Source: an optimization exercise on an open RTL-to-GDS flow (aim: small area and a short achievable clock period). Production flows keep margins and buffers that such runs may drop.
Function was checked by simulation only, so behaviour that the tests miss may differ from the original.
Power is estimated from default activity; no workload was simulated.

--- flow/design.v ---
package FPU_pkg;
    parameter F_LENGHT=16;
    parameter F_SIGN=1;
    parameter F_MANT=7;
    parameter F_EXP= 8;
    parameter F_EXP_BIAS=(2 ** (F_EXP-1))-1;
    parameter EXP_MAX= (2**F_EXP)-1;
    parameter INF_E_F			=	15'b111111110000000;  
	parameter SNAN_E_F			=	15'b111111110111111;  
	parameter QNAN_E_F			=	15'b111111111000000;  
	parameter ZERO_E_F			=	15'b000000000000000;  
endpackage 
import FPU_pkg::*;
module lampFPU_FMA( clk,rst,
sign_op1_i,mant_op1_i,exp_op1_i,isZ_op1_i,isInf_op1_i, isSNAN_op1_i, isQNAN_op1_i,
sign_op2_i,mant_op2_i,exp_op2_i,isZ_op2_i,isInf_op2_i, isSNAN_op2_i, isQNAN_op2_i,
sign_op3_i,mant_op3_i,exp_op3_i,isInf_op3_i, isSNAN_op3_i, isQNAN_op3_i,
doFMU_i,is_mult_sub_i,is_add_sub_i,  
res_sign_o,res_mant_o, res_exp_o,
is_Overflow_o,is_Underflow_o,is_to_round_o,valid_o
);
input clk,rst;
input [F_SIGN-1:0]          sign_op1_i;
input [(F_MANT-1)+1:0]      mant_op1_i;  
input [(F_EXP-1)+1:0]       exp_op1_i;
input                       isZ_op1_i;
input						isInf_op1_i;
input						isSNAN_op1_i;
input						isQNAN_op1_i;
input [F_SIGN-1:0]          sign_op2_i;
input [(F_MANT-1)+1:0]      mant_op2_i;  
input [(F_EXP-1)+1:0]       exp_op2_i;
input                       isZ_op2_i;
input						isInf_op2_i;
input						isSNAN_op2_i;
input						isQNAN_op2_i;
input [F_SIGN-1:0]          sign_op3_i;
input [(F_MANT-1)+1:0]      mant_op3_i;  
input [(F_EXP+1)-1:0]       exp_op3_i;
input						isInf_op3_i;
input						isSNAN_op3_i;
input						isQNAN_op3_i;
input                       doFMU_i;
input                       is_mult_sub_i;
input                       is_add_sub_i;
output logic [F_SIGN-1:0]          res_sign_o;
output logic [5+(F_MANT-1):0]      res_mant_o;  
output logic [F_EXP-1:0]           res_exp_o;
output logic                       is_Overflow_o;
output logic                       is_Underflow_o;
output logic                       is_to_round_o;
output logic                       valid_o;
logic [2*(F_MANT+1)-1:0]        ext_mult_mant_temp; 
logic [F_SIGN-1:0]              mult_sign;  
logic [F_EXP-1+1:0]             biased_mult_exp_denorm,biased_out_exp_denorm;  
logic [F_EXP-1+1:0]             op3_mant_allign;
logic [3*(F_MANT+1)-1:0]        op3_mant_shift_temp;  
logic                         op3GreaterProd;                                                    
logic [3*(F_MANT+1)-1:0]      mant_small_temp;  
logic [3*(F_MANT+1)-1:0]      mant_high_temp;
logic [3*(F_MANT+1)-1+1:0]    mant_small_temp_comp2;
logic [3*(F_MANT+1)-1+1:0]        out_mant_denorm,out_mant_denorm_r;  
logic [3*(F_MANT+1)-1:0]          out_mant_norm;
logic [F_EXP-1+1:0]               res_exp_o_denorm,res_exp_o_denorm_r;
logic [F_EXP-1+1:0]               res_exp_o_norm;
logic                             sign_postnorm,sign_postnorm_r;
logic                           doOpSub;
logic                           mult_GT_op3;
logic                           sign_initial_temp;
logic [F_EXP-1+1:0]             norm_left_shift;
logic [F_EXP-1+1:0]             norm_right_shift;
logic                           sticky_allign,sticky_allign_r;
logic                           sticky_denorm;
logic                           sticky_norm;
logic [F_SIGN-1:0]              res_sign;
logic [(F_MANT-1)+5:0]          res_mant;
logic [F_EXP-1:0]               res_exp; 
logic                           is_Overflow_postnorm,is_Overflow_postmult,is_Overflow;
logic                           is_Underflow_postnorm,is_Underflow;
logic                           is_to_round;
logic                           doFMU_r;
logic							is_mult_sub_r;
logic							is_add_sub_r;
logic                           isZ_op1_r;
logic							isInf_op1_r;
logic							isSNAN_op1_r;
logic							isQNAN_op1_r;
logic                           isZ_op2_r;
logic							isInf_op2_r;
logic							isSNAN_op2_r;
logic							isQNAN_op2_r;
logic							isInf_op3_r;
logic							isSNAN_op3_r;
logic							isQNAN_op3_r;
logic                           mult_sign_r;
logic                           op3_sign_r;
logic							isCheckNanInfValid;
logic							isZeroRes;
logic							isCheckInfRes;
logic							isCheckNanRes;
logic							isCheckSignRes;
logic                           valid;
    function automatic logic[$clog2(F_MANT+3)-1:0 ] FUNC_left_LeadingZeroes(input [F_MANT+3-1:0] up_denorm_mant);
        casez(up_denorm_mant)
            10'b0000000000: FUNC_left_LeadingZeroes = 0;
            10'b0000000001: FUNC_left_LeadingZeroes = 0;   
            10'b000000001?: FUNC_left_LeadingZeroes = 1;
            10'b00000001??: FUNC_left_LeadingZeroes = 2;
            10'b0000001???: FUNC_left_LeadingZeroes = 3;
            10'b000001????: FUNC_left_LeadingZeroes = 4;
            10'b00001?????: FUNC_left_LeadingZeroes = 5;   
            10'b0001??????: FUNC_left_LeadingZeroes = 6;   
            10'b001???????: FUNC_left_LeadingZeroes = 7;   
            10'b01????????: FUNC_left_LeadingZeroes = 8;   
            10'b1?????????: FUNC_left_LeadingZeroes = 9;   
        endcase
    endfunction
     function automatic logic[$clog2(2*F_MANT)-1:0 ] FUNC_right_LeadingZeroes(input [2*F_MANT-1:0] low_denorm_mant);
        casez(low_denorm_mant)
            14'b1?????????????: FUNC_right_LeadingZeroes = 1;
            14'b01????????????: FUNC_right_LeadingZeroes = 2;
            14'b001???????????: FUNC_right_LeadingZeroes = 3;
            14'b0001??????????: FUNC_right_LeadingZeroes = 4;
            14'b00001?????????: FUNC_right_LeadingZeroes = 5;
            14'b000001????????: FUNC_right_LeadingZeroes = 6;
            14'b0000001???????: FUNC_right_LeadingZeroes = 7;
            14'b00000001??????: FUNC_right_LeadingZeroes = 8;
            14'b000000001?????: FUNC_right_LeadingZeroes = 9;
            14'b0000000001????: FUNC_right_LeadingZeroes = 10;
            14'b00000000001???: FUNC_right_LeadingZeroes = 11;
            14'b000000000001??: FUNC_right_LeadingZeroes = 12;
            14'b0000000000001?: FUNC_right_LeadingZeroes = 13;
            14'b00000000000001: FUNC_right_LeadingZeroes = 14;
            default: FUNC_right_LeadingZeroes = 0;
        endcase 
     endfunction
     function automatic logic FUNC_allign_StickyBit(input [F_EXP-1:0] right_shift,
     input [3*(F_MANT+1)-1:0] mant);
        case(right_shift)
            8'd0: FUNC_allign_StickyBit = 1'b0;
            8'd1: FUNC_allign_StickyBit = 1'b0;
            8'd2: FUNC_allign_StickyBit = 1'b0;
            8'd3: FUNC_allign_StickyBit = 1'b0;
            8'd4: FUNC_allign_StickyBit = 1'b0;
            8'd5: FUNC_allign_StickyBit = 1'b0;
            8'd6: FUNC_allign_StickyBit = 1'b0;
            8'd7: FUNC_allign_StickyBit = 1'b0;
            8'd8: FUNC_allign_StickyBit = mant[7];
            8'd9: FUNC_allign_StickyBit = |mant[7+:1];
            8'd10: FUNC_allign_StickyBit = |mant[7+:2];
            8'd11: FUNC_allign_StickyBit = |mant[7+:3];
            8'd12: FUNC_allign_StickyBit = |mant[7+:4];
            8'd13: FUNC_allign_StickyBit = |mant[7+:5];
            8'd14: FUNC_allign_StickyBit = |mant[7+:6];
            8'd15: FUNC_allign_StickyBit = |mant[7+:7];
            default: FUNC_allign_StickyBit = |mant[7+:7];
        endcase
     endfunction
     function automatic logic FUNC_calcStickyBit(input [F_MANT-1-2:0] lower_bits);  
        FUNC_calcStickyBit = |lower_bits;
     endfunction
	function automatic logic[3:0] FUNC_calcInfNanRes (
				input isMultSub_i, input isOpSub_i,
				input isZero_op1_i, isInf_op1_i,  input isSNan_op1_i, input isQNan_op1_i,
				input isZero_op2_i, isInf_op2_i,  input isSNan_op2_i, input isQNan_op2_i,
				input sign_mult_i,input sign_op3_i,
				input isInf_op3_i, input isSNan_op3_i, input isQNan_op3_i
			);
		logic realMult_sign,realOp3_sign;
		logic isNan_op1;
		logic isNan_op2;
		logic isNan_op3;
		logic isValidRes, isInfRes, isNanRes, signRes;
		isNan_op1 = isSNan_op1_i || isQNan_op1_i;
		isNan_op2 = isSNan_op2_i || isQNan_op2_i;
		isNan_op3 = isSNan_op3_i || isQNan_op3_i;
		isNanRes = 0; isInfRes = 0; signRes = 0;
		realMult_sign   = sign_mult_i ^ isMultSub_i;
		realOp3_sign 	= sign_op3_i ^ isOpSub_i;
		isValidRes 		= (isZero_op1_i|| isZero_op2_i ||isInf_op1_i || isInf_op2_i ||isInf_op3_i|| isNan_op1 || isNan_op2||isNan_op3) ? 1 : 0;
		if (isNan_op1)
		begin  
			isInfRes = 0; isNanRes = 1; signRes = sign_mult_i;
		end
		else if (isNan_op2)
		begin
			isInfRes = 0; isNanRes = 1; signRes = sign_mult_i;
		end
		else if (isNan_op3)
		begin
			isInfRes = 0; isNanRes = 1; signRes = sign_op3_i;
		end
		else  
		begin
			case({isZero_op1_i,isZero_op2_i,isInf_op1_i,isInf_op2_i,realMult_sign,realOp3_sign,isInf_op3_i})
			     7'b00_00_00_0:begin isNanRes = 0; isInfRes = 0; signRes = 0;   end
			     7'b00_00_00_1:begin isNanRes = 0; isInfRes = 1; signRes = 0;   end
			     7'b00_00_01_0:begin isNanRes = 0; isInfRes = 0; signRes = 0;   end
			     7'b00_00_01_1:begin isNanRes = 0; isInfRes = 1; signRes = 1;   end
			     7'b00_00_10_0:begin isNanRes = 0; isInfRes = 0; signRes = 0;   end
			     7'b00_00_10_1:begin isNanRes = 0; isInfRes = 1; signRes = 1;   end
			     7'b00_00_11_0:begin isNanRes = 0; isInfRes = 0; signRes = 0;   end
			     7'b00_00_11_1:begin isNanRes = 0; isInfRes = 1; signRes = 0;   end
			     7'b00_01_00_0:begin isNanRes = 0; isInfRes = 1; signRes = 0;   end
			     7'b00_01_00_1:begin isNanRes = 0; isInfRes = 1; signRes = 0;   end
			     7'b00_01_01_0:begin isNanRes = 0; isInfRes = 1; signRes = 0;   end
			     7'b00_01_01_1:begin isNanRes = 1; isInfRes = 0; signRes = 1;   end
			     7'b00_01_10_0:begin isNanRes = 0; isInfRes = 1; signRes = 1;   end
			     7'b00_01_10_1:begin isNanRes = 1; isInfRes = 0; signRes = 1;   end
			     7'b00_01_11_0:begin isNanRes = 0; isInfRes = 1; signRes = 1;   end
			     7'b00_01_11_1:begin isNanRes = 0; isInfRes = 1; signRes = 1;   end
			     7'b00_10_00_0:begin isNanRes = 0; isInfRes = 1; signRes = 0;   end
			     7'b00_10_00_1:begin isNanRes = 0; isInfRes = 1; signRes = 0;   end
			     7'b00_10_01_0:begin isNanRes = 0; isInfRes = 1; signRes = 0;   end
			     7'b00_10_01_1:begin isNanRes = 1; isInfRes = 0; signRes = 1;   end
				 7'b00_10_10_0:begin isNanRes = 0; isInfRes = 1; signRes = 1;   end
			     7'b00_10_10_1:begin isNanRes = 1; isInfRes = 0; signRes = 1;   end
			     7'b00_10_11_0:begin isNanRes = 0; isInfRes = 1; signRes = 1;   end
			     7'b00_10_11_1:begin isNanRes = 0; isInfRes = 1; signRes = 1;   end
			     7'b00_11_00_0:begin isNanRes = 0; isInfRes = 1; signRes = 0;   end
			     7'b00_11_00_1:begin isNanRes = 0; isInfRes = 1; signRes = 0;   end
			     7'b00_11_01_0:begin isNanRes = 0; isInfRes = 1; signRes = 0;   end			     
			     7'b00_11_01_1:begin isNanRes = 1; isInfRes = 0; signRes = 1;   end
			     7'b00_11_10_0:begin isNanRes = 0; isInfRes = 1; signRes = 1;   end
			     7'b00_11_10_1:begin isNanRes = 1; isInfRes = 0; signRes = 1;   end
			     7'b00_11_11_0:begin isNanRes = 0; isInfRes = 1; signRes = 1;   end
			     7'b00_11_11_1:begin isNanRes = 0; isInfRes = 1; signRes = 1;   end
			     7'b01_00_00_0:begin isNanRes = 0; isInfRes = 0; signRes = 0;   end
			     7'b01_00_00_1:begin isNanRes = 0; isInfRes = 1; signRes = 0;   end
			     7'b01_00_01_0:begin isNanRes = 0; isInfRes = 0; signRes = 1;   end
			     7'b01_00_01_1:begin isNanRes = 0; isInfRes = 1; signRes = 1;   end
			     7'b01_00_10_0:begin isNanRes = 0; isInfRes = 0; signRes = 0;   end
			     7'b01_00_10_1:begin isNanRes = 0; isInfRes = 1; signRes = 0;   end
			     7'b01_00_11_0:begin isNanRes = 0; isInfRes = 0; signRes = 1;   end
			     7'b01_00_11_1:begin isNanRes = 0; isInfRes = 1; signRes = 1;   end
			     7'b01_01_00_0:begin isNanRes = 1; isInfRes = 0; signRes = 0;   end
			     7'b01_01_00_1:begin isNanRes = 1; isInfRes = 0; signRes = 0;   end
			     7'b01_01_01_0:begin isNanRes = 1; isInfRes = 0; signRes = 1;   end
			     7'b01_01_01_1:begin isNanRes = 0; isInfRes = 0; signRes = 1;   end
			     7'b01_01_10_0:begin isNanRes = 1; isInfRes = 0; signRes = 1;   end
			     7'b01_01_10_1:begin isNanRes = 1; isInfRes = 0; signRes = 0;   end
			     7'b01_01_11_1:begin isNanRes = 1; isInfRes = 0; signRes = 1;   end
			     7'b01_10_00_0:begin isNanRes = 1; isInfRes = 0; signRes = 0;   end
			     7'b01_10_00_1:begin isNanRes = 1; isInfRes = 0; signRes = 0;   end
			     7'b01_10_01_0:begin isNanRes = 1; isInfRes = 0; signRes = 1;   end
			     7'b01_10_01_1:begin isNanRes = 1; isInfRes = 0; signRes = 1;   end
			     7'b01_10_10_0:begin isNanRes = 1; isInfRes = 0; signRes = 1;   end
			     7'b01_10_10_1:begin isNanRes = 1; isInfRes = 0; signRes = 1;   end
			     7'b01_10_11_0:begin isNanRes = 1; isInfRes = 0; signRes = 1;   end
			     7'b01_10_11_1:begin isNanRes = 1; isInfRes = 0; signRes = 1;   end
			     7'b01_11_00_0:begin isNanRes = 1; isInfRes = 0; signRes = 0;   end
			     7'b01_11_00_1:begin isNanRes = 1; isInfRes = 0; signRes = 0;   end
			     7'b01_11_01_0:begin isNanRes = 1; isInfRes = 0; signRes = 1;   end
			     7'b01_11_01_1:begin isNanRes = 1; isInfRes = 0; signRes = 1;   end
			     7'b01_11_10_0:begin isNanRes = 1; isInfRes = 0; signRes = 1;   end
			     7'b01_11_10_1:begin isNanRes = 1; isInfRes = 0; signRes = 1;   end
			     7'b01_11_11_1:begin isNanRes = 1; isInfRes = 0; signRes = 1;   end
			     7'b10_00_00_0:begin isNanRes = 0; isInfRes = 0; signRes = 0;   end
			     7'b10_00_00_1:begin isNanRes = 0; isInfRes = 1; signRes = 0;   end
			     7'b10_00_01_0:begin isNanRes = 0; isInfRes = 0; signRes = 1;   end
			     7'b10_00_01_1:begin isNanRes = 0; isInfRes = 1; signRes = 1;   end
			     7'b10_00_10_0:begin isNanRes = 0; isInfRes = 0; signRes = 0;   end
			     7'b10_00_10_1:begin isNanRes = 0; isInfRes = 1; signRes = 0;   end
			     7'b10_00_11_0:begin isNanRes = 0; isInfRes = 0; signRes = 1;   end
			     7'b10_00_11_1:begin isNanRes = 0; isInfRes = 1; signRes = 1;   end
			     7'b10_01_00_0:begin isNanRes = 1; isInfRes = 0; signRes = 0;   end
			     7'b10_01_00_1:begin isNanRes = 1; isInfRes = 0; signRes = 0;   end
			     7'b10_01_01_0:begin isNanRes = 1; isInfRes = 0; signRes = 1;   end
			     7'b10_01_01_1:begin isNanRes = 1; isInfRes = 0; signRes = 1;   end
			     7'b10_01_10_0:begin isNanRes = 1; isInfRes = 0; signRes = 1;   end
			     7'b10_01_10_1:begin isNanRes = 1; isInfRes = 0; signRes = 1;   end
			     7'b10_01_11_0:begin isNanRes = 1; isInfRes = 0; signRes = 1;   end
			     7'b10_01_11_1:begin isNanRes = 1; isInfRes = 0; signRes = 1;   end
			     7'b10_10_00_0:begin isNanRes = 1; isInfRes = 0; signRes = 0;   end
			     7'b10_10_00_1:begin isNanRes = 1; isInfRes = 0; signRes = 0;   end
			     7'b10_10_01_0:begin isNanRes = 1; isInfRes = 0; signRes = 1;   end
			     7'b10_10_01_1:begin isNanRes = 1; isInfRes = 0; signRes = 1;   end
			     7'b10_10_10_0:begin isNanRes = 1; isInfRes = 0; signRes = 1;   end
			     7'b10_10_10_1:begin isNanRes = 1; isInfRes = 0; signRes = 1;   end
			     7'b10_10_11_0:begin isNanRes = 1; isInfRes = 0; signRes = 1;   end
			     7'b10_10_11_1:begin isNanRes = 1; isInfRes = 0; signRes = 1;   end
			     7'b10_11_00_0:begin isNanRes = 1; isInfRes = 0; signRes = 0;   end
			     7'b10_11_00_1:begin isNanRes = 1; isInfRes = 0; signRes = 0;   end
			     7'b10_11_01_0:begin isNanRes = 1; isInfRes = 0; signRes = 1;   end
			     7'b10_11_01_1:begin isNanRes = 1; isInfRes = 0; signRes = 1;   end
			     7'b10_11_10_0:begin isNanRes = 1; isInfRes = 0; signRes = 1;   end
			     7'b10_11_10_1:begin isNanRes = 1; isInfRes = 0; signRes = 1;   end
			     7'b10_11_11_0:begin isNanRes = 1; isInfRes = 0; signRes = 1;   end
			     7'b10_11_11_1:begin isNanRes = 1; isInfRes = 0; signRes = 1;   end
			     7'b11_00_00_0:begin isNanRes = 0; isInfRes = 0; signRes = 0;   end
			     7'b11_00_00_1:begin isNanRes = 0; isInfRes = 1; signRes = 0;   end
			     7'b11_00_01_0:begin isNanRes = 0; isInfRes = 0; signRes = 1;   end
			     7'b11_00_01_1:begin isNanRes = 0; isInfRes = 1; signRes = 1;   end
			     7'b11_00_10_0:begin isNanRes = 0; isInfRes = 0; signRes = 0;   end
			     7'b11_00_10_1:begin isNanRes = 0; isInfRes = 1; signRes = 0;   end
			     7'b11_00_11_0:begin isNanRes = 0; isInfRes = 0; signRes = 1;   end
			     7'b11_00_11_1:begin isNanRes = 0; isInfRes = 1; signRes = 1;   end
			     7'b11_01_00_0:begin isNanRes = 1; isInfRes = 0; signRes = 0;   end
			     7'b11_01_00_1:begin isNanRes = 1; isInfRes = 0; signRes = 0;   end
			     7'b11_01_01_0:begin isNanRes = 1; isInfRes = 0; signRes = 1;   end
			     7'b11_01_01_1:begin isNanRes = 1; isInfRes = 0; signRes = 1;   end
			     7'b11_01_10_0:begin isNanRes = 1; isInfRes = 0; signRes = 1;   end
			     7'b11_01_10_1:begin isNanRes = 1; isInfRes = 0; signRes = 1;   end
			     7'b11_01_11_0:begin isNanRes = 1; isInfRes = 0; signRes = 1;   end
			     7'b11_01_11_1:begin isNanRes = 1; isInfRes = 0; signRes = 1;   end
			     7'b11_10_00_0:begin isNanRes = 1; isInfRes = 0; signRes = 0;   end
			     7'b11_10_00_1:begin isNanRes = 1; isInfRes = 0; signRes = 0;   end
			     7'b11_10_01_0:begin isNanRes = 1; isInfRes = 0; signRes = 1;   end
			     7'b11_10_01_1:begin isNanRes = 1; isInfRes = 0; signRes = 1;   end
			     7'b11_10_10_0:begin isNanRes = 1; isInfRes = 0; signRes = 1;   end
			     7'b11_10_10_1:begin isNanRes = 1; isInfRes = 0; signRes = 1;   end
			     7'b11_10_11_1:begin isNanRes = 1; isInfRes = 0; signRes = 1;   end
			     7'b11_11_00_0:begin isNanRes = 1; isInfRes = 0; signRes = 0;   end
			     7'b11_11_00_1:begin isNanRes = 1; isInfRes = 0; signRes = 0;   end
			     7'b11_11_01_0:begin isNanRes = 1; isInfRes = 0; signRes = 1;   end
			     7'b11_11_01_1:begin isNanRes = 1; isInfRes = 0; signRes = 1;   end
			     7'b11_11_10_0:begin isNanRes = 1; isInfRes = 0; signRes = 1;   end
			     7'b11_11_10_1:begin isNanRes = 1; isInfRes = 0; signRes = 1;   end
			     7'b11_11_11_0:begin isNanRes = 1; isInfRes = 0; signRes = 1;   end
			     7'b11_11_11_1:begin isNanRes = 1; isInfRes = 0; signRes = 1;   end
			endcase
		end
		FUNC_calcInfNanRes = {isValidRes, isInfRes, isNanRes, signRes};
	endfunction    
always @(posedge clk) begin
    if(rst) begin
        out_mant_denorm_r       <=  '0;
        sticky_allign_r         <=  '0;
        res_exp_o_denorm_r      <=  '0;
        doFMU_r                 <=  '0;
        is_mult_sub_r			<=	'0;
        is_add_sub_r			<=	'0;
        isZ_op1_r               <=  '0;
		isInf_op1_r				<=	'0;
		isSNAN_op1_r			<=	'0;
		isQNAN_op1_r			<=	'0;
		isZ_op2_r               <=  '0;
		isInf_op2_r				<=	'0;
		isSNAN_op2_r			<=	'0;
		isQNAN_op2_r			<=	'0;
	    isInf_op3_r				<=	'0;
		isSNAN_op3_r			<=	'0;
		isQNAN_op3_r			<=	'0;
        mult_sign_r             <=  '0;
        op3_sign_r              <=  '0;
        sign_postnorm_r         <=  '0;
        res_sign_o              <=  '0;
        res_mant_o              <=  '0;
        res_exp_o               <=  '0;
        is_Overflow_o           <=  '0;
		is_Underflow_o          <=  '0;
		is_to_round_o           <=  '0;
		valid_o                 <=  '0;
    end 
    else begin
        out_mant_denorm_r       <=  out_mant_denorm;
        sticky_allign_r         <=  sticky_allign;
        res_exp_o_denorm_r      <=  res_exp_o_denorm;
        doFMU_r                 <=  doFMU_i;
        is_mult_sub_r			<=	is_mult_sub_i;
        is_add_sub_r            <=  is_add_sub_i;
        isZ_op1_r               <=  isZ_op1_i;
		isInf_op1_r				<=	isInf_op1_i;
		isSNAN_op1_r			<=	isSNAN_op1_i;
		isQNAN_op1_r			<=	isQNAN_op1_i;
        isZ_op2_r               <=  isZ_op2_i;
		isInf_op2_r				<=	isInf_op2_i;
		isSNAN_op2_r			<=	isSNAN_op2_i;
		isQNAN_op2_r			<=	isQNAN_op2_i;
		isInf_op3_r				<=	isInf_op3_i;
		isSNAN_op3_r			<=	isSNAN_op3_i;
		isQNAN_op3_r			<=	isQNAN_op3_i;
        mult_sign_r             <=  mult_sign;
        op3_sign_r              <=  sign_op3_i;
        sign_postnorm_r         <=  sign_postnorm;
        res_mant_o              <=  res_mant;
        res_exp_o               <=  res_exp;
        res_sign_o              <=  res_sign;
        is_Overflow_o           <=  is_Overflow;
        is_Underflow_o          <=  is_Underflow;
        is_to_round_o           <=  is_to_round;
        valid_o                 <=  valid;
    end
end
always @ (*) begin
    op3_mant_allign='0;
    sticky_allign=1'b0;
    mult_GT_op3=1'b0;
    mant_small_temp='0;
    mant_high_temp='0;
    doOpSub=1'b0;
    mant_small_temp_comp2='0;
    norm_left_shift='0;
    norm_right_shift='0;
    sticky_norm=1'b0;
    is_Overflow=1'b0;
    is_Underflow=1'b0;
    is_to_round=1'b0;
    valid=doFMU_r;
    mult_sign=sign_op1_i^sign_op2_i;
    ext_mult_mant_temp=mant_op1_i*mant_op2_i;
    biased_mult_exp_denorm=exp_op1_i+exp_op2_i-F_EXP_BIAS;
    op3_mant_shift_temp={9'b0,mant_op3_i,7'b0};
    op3GreaterProd=0;
    if(biased_mult_exp_denorm>exp_op3_i)begin
        op3_mant_allign=biased_mult_exp_denorm-exp_op3_i;
        op3_mant_shift_temp=op3_mant_shift_temp>>op3_mant_allign;  
        sticky_allign=FUNC_allign_StickyBit(op3_mant_allign,op3_mant_shift_temp);
        mult_GT_op3=1;
    end
    else if(biased_mult_exp_denorm<exp_op3_i) begin 
        op3_mant_allign=exp_op3_i-biased_mult_exp_denorm;
        if(op3_mant_allign>F_MANT+2)
            op3GreaterProd=1;
        else begin   
            op3_mant_shift_temp=op3_mant_shift_temp<<op3_mant_allign;  
            mult_GT_op3=0;
        end
    end
    else begin
        if(ext_mult_mant_temp[2*F_MANT-1+1:F_MANT]>mant_op3_i)
            mult_GT_op3=1;
        else
            mult_GT_op3=0;
    end
    if (op3GreaterProd) begin
        res_exp_o_denorm=exp_op3_i;
        out_mant_denorm=op3_mant_shift_temp;
        mult_GT_op3=0;
    end
    else begin
        res_exp_o_denorm=biased_mult_exp_denorm;
        mant_small_temp= mult_GT_op3 ? {op3_mant_shift_temp}:{8'b0,ext_mult_mant_temp};
        mant_high_temp= mult_GT_op3 ? {8'b0,ext_mult_mant_temp}:{op3_mant_shift_temp};
        doOpSub=(!(is_mult_sub_i^is_add_sub_i)&&(mult_sign!=sign_op3_i))||((is_mult_sub_i^is_add_sub_i)&&(mult_sign==sign_op3_i));
        mant_small_temp_comp2=doOpSub? ({1'b0,mant_small_temp}^{(3*(F_MANT+1)){1'b1}})+1'b1:{1'b0,mant_small_temp};
        out_mant_denorm=mant_small_temp_comp2+{1'b0 ,mant_high_temp};
    end
    sign_postnorm=mult_GT_op3 ? (!is_mult_sub_i ? mult_sign : !mult_sign ):(!is_add_sub_i ? sign_op3_i : !sign_op3_i);
    is_Overflow_postnorm		= '0;
    is_Underflow_postnorm	= '0;
    if(res_exp_o_denorm_r[F_EXP+1-1]) begin
        is_Overflow_postmult=1;
        res_exp_o_norm='1;
        out_mant_norm='0;
    end
    else begin 
        is_Overflow_postmult=0;
        norm_right_shift= FUNC_left_LeadingZeroes(out_mant_denorm_r[3*(F_MANT+1)-1:2*F_MANT]);
        sticky_norm=FUNC_calcStickyBit(out_mant_denorm_r[F_MANT-1-2:0])|sticky_allign_r;
        if (norm_right_shift==0 && !out_mant_denorm_r[2*F_MANT]) begin
            norm_left_shift=FUNC_right_LeadingZeroes(out_mant_denorm_r[2*F_MANT-1:0]);
            res_exp_o_norm=res_exp_o_denorm_r-norm_left_shift;
            if(norm_left_shift>res_exp_o_denorm_r) begin
                is_Underflow_postnorm=1;
                res_exp_o_norm='0;
            end
            out_mant_norm=out_mant_denorm_r<<norm_left_shift;               
            sticky_norm=FUNC_calcStickyBit(out_mant_norm[F_MANT-1-2:0])|sticky_allign_r;
       end
        else if (norm_right_shift==0 && out_mant_denorm_r[2*F_MANT]) begin
            res_exp_o_norm=res_exp_o_denorm_r;
            out_mant_norm=out_mant_denorm_r;
        end
        else begin
            res_exp_o_norm=res_exp_o_denorm_r+norm_right_shift;
            if (res_exp_o_denorm_r[F_EXP-1+1]) begin
                is_Overflow_postnorm=1;
                res_exp_o_norm='1;
                out_mant_norm='0;
            end
            else begin
                out_mant_norm=out_mant_denorm_r>>norm_right_shift;
                sticky_norm=FUNC_calcStickyBit(out_mant_norm[F_MANT-1-2:0])|sticky_allign_r;
            end
        end
    end
    {isCheckNanInfValid, isCheckInfRes, isCheckNanRes, isCheckSignRes} = FUNC_calcInfNanRes(
					is_mult_sub_r,is_add_sub_r,												 
					isZ_op1_r, isInf_op1_r,  isSNAN_op1_r, isQNAN_op1_r,		
					isZ_op2_r, isInf_op2_r,  isSNAN_op2_r, isQNAN_op2_r,
					mult_sign_r, op3_sign_r,
					isInf_op3_r,  isSNAN_op3_r, isQNAN_op3_r									
			);
		unique if (isCheckInfRes)
			{res_sign, res_exp, res_mant}	=	{isCheckSignRes, INF_E_F, 5'b0};
		else if (isCheckNanRes)
			{res_sign, res_exp, res_mant}	=	{isCheckSignRes, QNAN_E_F, 5'b0};
		else begin
		  out_mant_norm[F_MANT-1-2]=sticky_norm|out_mant_norm[F_MANT-1-2];
		  {res_sign, res_exp, res_mant}	=	{sign_postnorm_r, res_exp_o_norm[F_EXP-1:0],out_mant_norm[2*(F_MANT+1)-1:F_MANT-1-2]};
		  is_Overflow	= is_Overflow_postnorm||is_Overflow_postmult;
		  is_Underflow	= is_Underflow_postnorm;
		  is_to_round	= ~isCheckNanInfValid;
          valid         = doFMU_r;
	      end    
  end
endmodule
--- flow/run.sh ---
#!/bin/bash
# synth_recipe.tcl (not shown) runs the flow's synth.tcl, then flattens the netlist and writes it again
# the make line also repeats each setting of config.mk as NAME=value (left out here)
make -C /OpenROAD-flow-scripts/flow DESIGN_CONFIG=/design/flow/config.mk WORK_HOME=/design/flow/orfs CLKGATE_MAP_FILE= SYNTH_SCRIPT=/design/flow/synth_recipe.tcl finish
--- flow/config.mk ---
export PLATFORM = sky130hd
export DESIGN_NAME = lampFPU_FMA
export DESIGN_NICKNAME = lampFPU_FMA
export VERILOG_FILES = /design/flow/design.v
export SDC_FILE = /design/flow/constraint.sdc
export NUM_CORES = 4
export LEC_CHECK = 0
export CAP_MARGIN = 20
export CORE_MARGIN = 2
export CORE_UTILIZATION = 40
export SLEW_MARGIN = 20
--- flow/constraint.sdc ---
create_clock -name core_clock -period 10.0 [get_ports {clk}]
set_input_delay 2.0000 -clock core_clock [delete_from_list [all_inputs] [get_ports {clk}]]
set_output_delay 2.0000 -clock core_clock [all_outputs]
set_load 0.01 [all_outputs]
==> impl_metrics.tcl <==
set metrics [dict create \
    post-route-cell-area_um2 14200 \
    cp-end-kind "flop" \
    hold_start "doFMU_r$_SDFF_PP0_" \
    mapped_cell_area_um2 11200 \
    max_slew_margin 0.400 \
    ctsLongestPathBuffers 2 \
    worst-slew-pin-transition_ns 0.900 \
    layout-drive-gt1-share 0.176 \
    min_path_type "reg2reg" \
    ff_latch_area_um2 1540 \
    combinational_power_share 0.833 \
    power.switching_fraction 0.505 \
    clockPowerShare 0.075 \
    nets 1916 \
    grt.total_usage 0.234 \
    numPortBuffers 94 \
    area_growth_syn_to_layout_pct 26.9 \
    grt_pass1_wl_mm 55.2 \
    fin_worst_skew_ns 0.0138 \
    cts_sinks 77 \
    cp_common_cell "sky130_fd_sc_hd__fa_1" \
    critical_path_maximum_fanout 7 \
    rsz0062_at_grt "true" \
    synth_fa_ha_area_frac 0.210 \
    report.final.hold_viol_count 0 \
    gr-total-overflow 0 \
    clock_tree.htree_level_count 3 \
    routed-via-count 11378 \
    report.final.setup_viol 0 \
    routed_wire_length_per_instance_um 16.7 \
    setup.worst_path.start "mant_op2_i[3]" \
    slowest_stage "sky130_fd_sc_hd__or4_4" \
    synth_ff_type "sky130_fd_sc_hd__dfxtp_1" \
    max_cap_violations 0 \
    finalCoreUtilization 0.513 \
    detailedPlacementHpwl_mm 28.0 \
    post_synth_and_or_nand_nor_area_fraction 0.222 \
    root_buffer "sky130_fd_sc_hd__clkbuf_16" \
    required_time_of_the_critical_path_ns 10.23 \
    power.switching_mw 2.48 \
    power.density_nw_per_um2 347 \
    yosysSeqAreaShare 0.138 \
    yosys_register_bits 77 \
    netlist_top_cells_area "sky130_fd_sc_hd__dfxtp_1 (14%), sky130_fd_sc_hd__ha_1 (13%), sky130_fd_sc_hd__fa_1 (7.5%)" \
    globalplace.congestion 0.917 \
    total_area_of_multi_input_combinational_cells_um2 9220 \
    start_util 0.404 \
    placed_area_um2 13500 \
    synth.avg_cell_area_um2 7.53 \
    finalCritPeriodShare 0.963 \
    clock_latency_ns 0.34 \
    width_of_the_chip_um 171 \
    drt-vias-per-instance 5.50 \
    die_area_um2 29300 \
    combinational_family_with_the_most_area_after_synthesis "compound AO/OA/AOI/OAI gates" \
    cts_inserted_buffers 9 \
    internal_power_mw 2.43 \
    placement_rows 61 \
    critPathArrivalTime_ns 9.86 \
    setup.worst_path.class "in2reg" \
    max_freq_ghz 0.104 \
    outcome "no timing/DRC/antenna violations" \
    ports_placed_on_the_boundary 95 \
    critical_path.startpoint_type "input pin" \
    first_iter_violations 823 \
    max_stage_delay_ns 0.60 \
    timing.final.crit_period_ns 9.63 \
    ir_worst_vdd_mv 0.208 \
    maxSlewViolCount 0 \
    die_h_um 171 \
    drc 0 \
    grt_antenna_before_repair 0 \
    number_of_global_route_vias_before_repair 10823 \
    p_leak_nw 6.40 \
    grt_start_max_net_pins 49 \
    worst_setup_hold_path_clk_slew_ns 0.07 \
    timing.rr.start "out_mant_denorm_r[6]$_SDFF_PP0_" \
    post-synth-top-area-cell "sky130_fd_sc_hd__dfxtp_1" \
    synth-warning-count 1 \
    synth_mux_area_frac 0.0783 \
    drt_first_pass_iters 7 \
    part_of_the_total_power_dissipated_in_sequential_elements 0.092 \
    drt.antenna.violating_nets 0 \
    postSynth.asyncResetShare 0 \
    placeable_core_region_um2 27600 \
    tritoncts "done" \
    n_antenna_cell 0 \
    synth_enable_flop_cells 0 \
    synth.top_cell.area_share 0.138 \
    post_synthesis_net_count 1715 \
    fillerInstances 2732 \
    synthXorXnorAreaFrac 0.0594 \
    syn_inst 1483 \
    yosys.cell_types.count 79 \
    drt_wirelength_mm 34.6 \
    synth-compound-area-share 0.225 \
]
-- worst max-delay path: cells and delay by family --
family	cells	cell delay, ns
simple gates	10	2.17
xor+xnor	2	0.38
mux	1	0.06
buf+inv	6	0.64
compound gates	11	1.73
fa+ha+maj	7	2.90
-- through the flow --
step | std cells | setup slack [ns] | hold WS (ns) | TNS (ns) | power (mW)
CTS | 2060 | 0.000477 | 0.445 | 0 | 4.70
finish | 2067 | 0.367 | 0.444 | 0 | 4.91
floorplan | 1483 | 0.00369 | 0.414 | 0 | 2.96
global placement | 2039 | -0.480 | 0.417 | -3.87 | 4.24
detailed placement | 2039 | -0.711 | 0.428 | -6.55 | 4.26
global route | 2067 | -0.159 | 0.470 | -0.537 | 5.35
-- layout make-up --
class	instances	area share
Clock buffer	9	0.0159
Inverter	130	0.0344
Multi-Input combinational cell	1212	0.651
Timing Repair Buffer	254	0.149
Tap cell	378	0.0334
Clock inverter	7	0.00804
Sequential cell	77	0.109
-- registers in the layout (all words and copies together), names as in the netlist, 8 cells and up --
name / cells
out_mant_denorm_r: 25
res_mant_o: 12
res_exp_o_denorm_r: 9
res_exp_o: 8
-- kinds of logic after synthesis --
family,Yosys count
AND/OR/NAND/NOR,503
AO/OA/AOI/OAI,394
XOR/XNOR,74
buffers and inverters,194
flip-flops,77
adder cells (fa/ha/maj),162
other,1
multiplexers,78
-- power by group through the flow --
stage,sequential [mW],clock [mW],combinational (mW)
3_3_place_gp,0.453,0,3.79
2_1_floorplan,0.412,0,2.55
4_1_cts,0.446,0.377,3.88
3_5_place_dp,0.453,0,3.81
5_1_grt,0.456,0.388,4.51
6_report,0.451,0.369,4.09
-- cell usage in the layout, fill, tap and decap left out, types with 16 or more instances in the layout --
master and n:
sky130_fd_sc_hd__a21o_1 16, sky130_fd_sc_hd__inv_1 120, sky130_fd_sc_hd__nand2b_1 16, sky130_fd_sc_hd__a31oi_1 20
sky130_fd_sc_hd__a211oi_1 24, sky130_fd_sc_hd__dfxtp_1 77, sky130_fd_sc_hd__o21ai_0 64, sky130_fd_sc_hd__nor3_1 33
sky130_fd_sc_hd__ha_1 113, sky130_fd_sc_hd__and2_1 60, sky130_fd_sc_hd__nand2_1 108, sky130_fd_sc_hd__buf_4 162
sky130_fd_sc_hd__a21oi_1 139, sky130_fd_sc_hd__xnor2_1 42, sky130_fd_sc_hd__clkdlybuf4s50_1 79, sky130_fd_sc_hd__xor2_1 28
sky130_fd_sc_hd__mux2i_1 60, sky130_fd_sc_hd__nor2_1 156, sky130_fd_sc_hd__fa_1 39, sky130_fd_sc_hd__nor2b_1 25
-- cells in the mapped netlist (15+ instances only) --
master / count
sky130_fd_sc_hd__nor2b_1: 26
sky130_fd_sc_hd__nand2b_1: 17
sky130_fd_sc_hd__inv_1: 126
sky130_fd_sc_hd__nor2_1: 159
sky130_fd_sc_hd__and2_1: 68
sky130_fd_sc_hd__nand2_1: 116
sky130_fd_sc_hd__mux2i_1: 60
sky130_fd_sc_hd__a21oi_1: 143
sky130_fd_sc_hd__nor3_1: 34
sky130_fd_sc_hd__o21ai_0: 70
sky130_fd_sc_hd__ha_1: 120
sky130_fd_sc_hd__a21o_1: 16
sky130_fd_sc_hd__xnor2_1: 43
sky130_fd_sc_hd__dfxtp_1: 77
sky130_fd_sc_hd__fa_1: 42
sky130_fd_sc_hd__a211oi_1: 26
sky130_fd_sc_hd__xor2_1: 29
sky130_fd_sc_hd__a31oi_1: 20
sky130_fd_sc_hd__nand3_1: 15
sky130_fd_sc_hd__clkbuf_1: 49
-- path summary, 6_finish.rpt --
check	depth (start not counted)	slack, ns	to
max reg2reg	14	5.68	res_exp_o[4]$_SDFF_PP0_
max	37	0.37	out_mant_denorm_r[24]$_SDFF_PP0_
min	1	0.44	valid_o$_SDFF_PP0_
min reg2reg	1	0.44	valid_o$_SDFF_PP0_
-- metal layers --
metal	vias to the layer above	wire, µm	track usage
met1	5353	15700	0.318
met4	0	1000	0.0888
met3	64	1670	0.0180
li1	5616	-	-
met5	-	0	0
met2	345	16200	0.386
-- repair_timing --
item                                    CTS  global route
gates cloned                              0             0
gates resized for setup                  25           101
endpoints found under the setup margin   10            14
hold buffers                              0             0
setup buffers                             5             7
pin swaps                                26            59

-- separate check: timing with driven ports --
Ports are ideal in the flow. The routed layout listed here was re-timed in OpenROAD. Step 1 assumes that a clkbuf_16 drives the clock port and a buf_2 every other input. Step 2, shift: input delay + t, output delay - t, t = (earliest + latest rising clock arrival at the registers) / 2. This alone moves slack from input paths to output paths. Three values: ideal, step 1, step 2; two values: the first two.
t (ns): 0.379
setup WS [ns]: 0.367 / 0.375 / -0.004
hold slack, ns: 0.444 / 0.444 / 0.444
worst setup path after step 2: input to register
clock arrival spread, ns: 0.013 / 0.013
With both steps, setup timing fails in this run, where it was met with ideal ports. For this run, drivers alone change the setup slack by +0.008 ns; drivers and shift together by -0.371 ns.
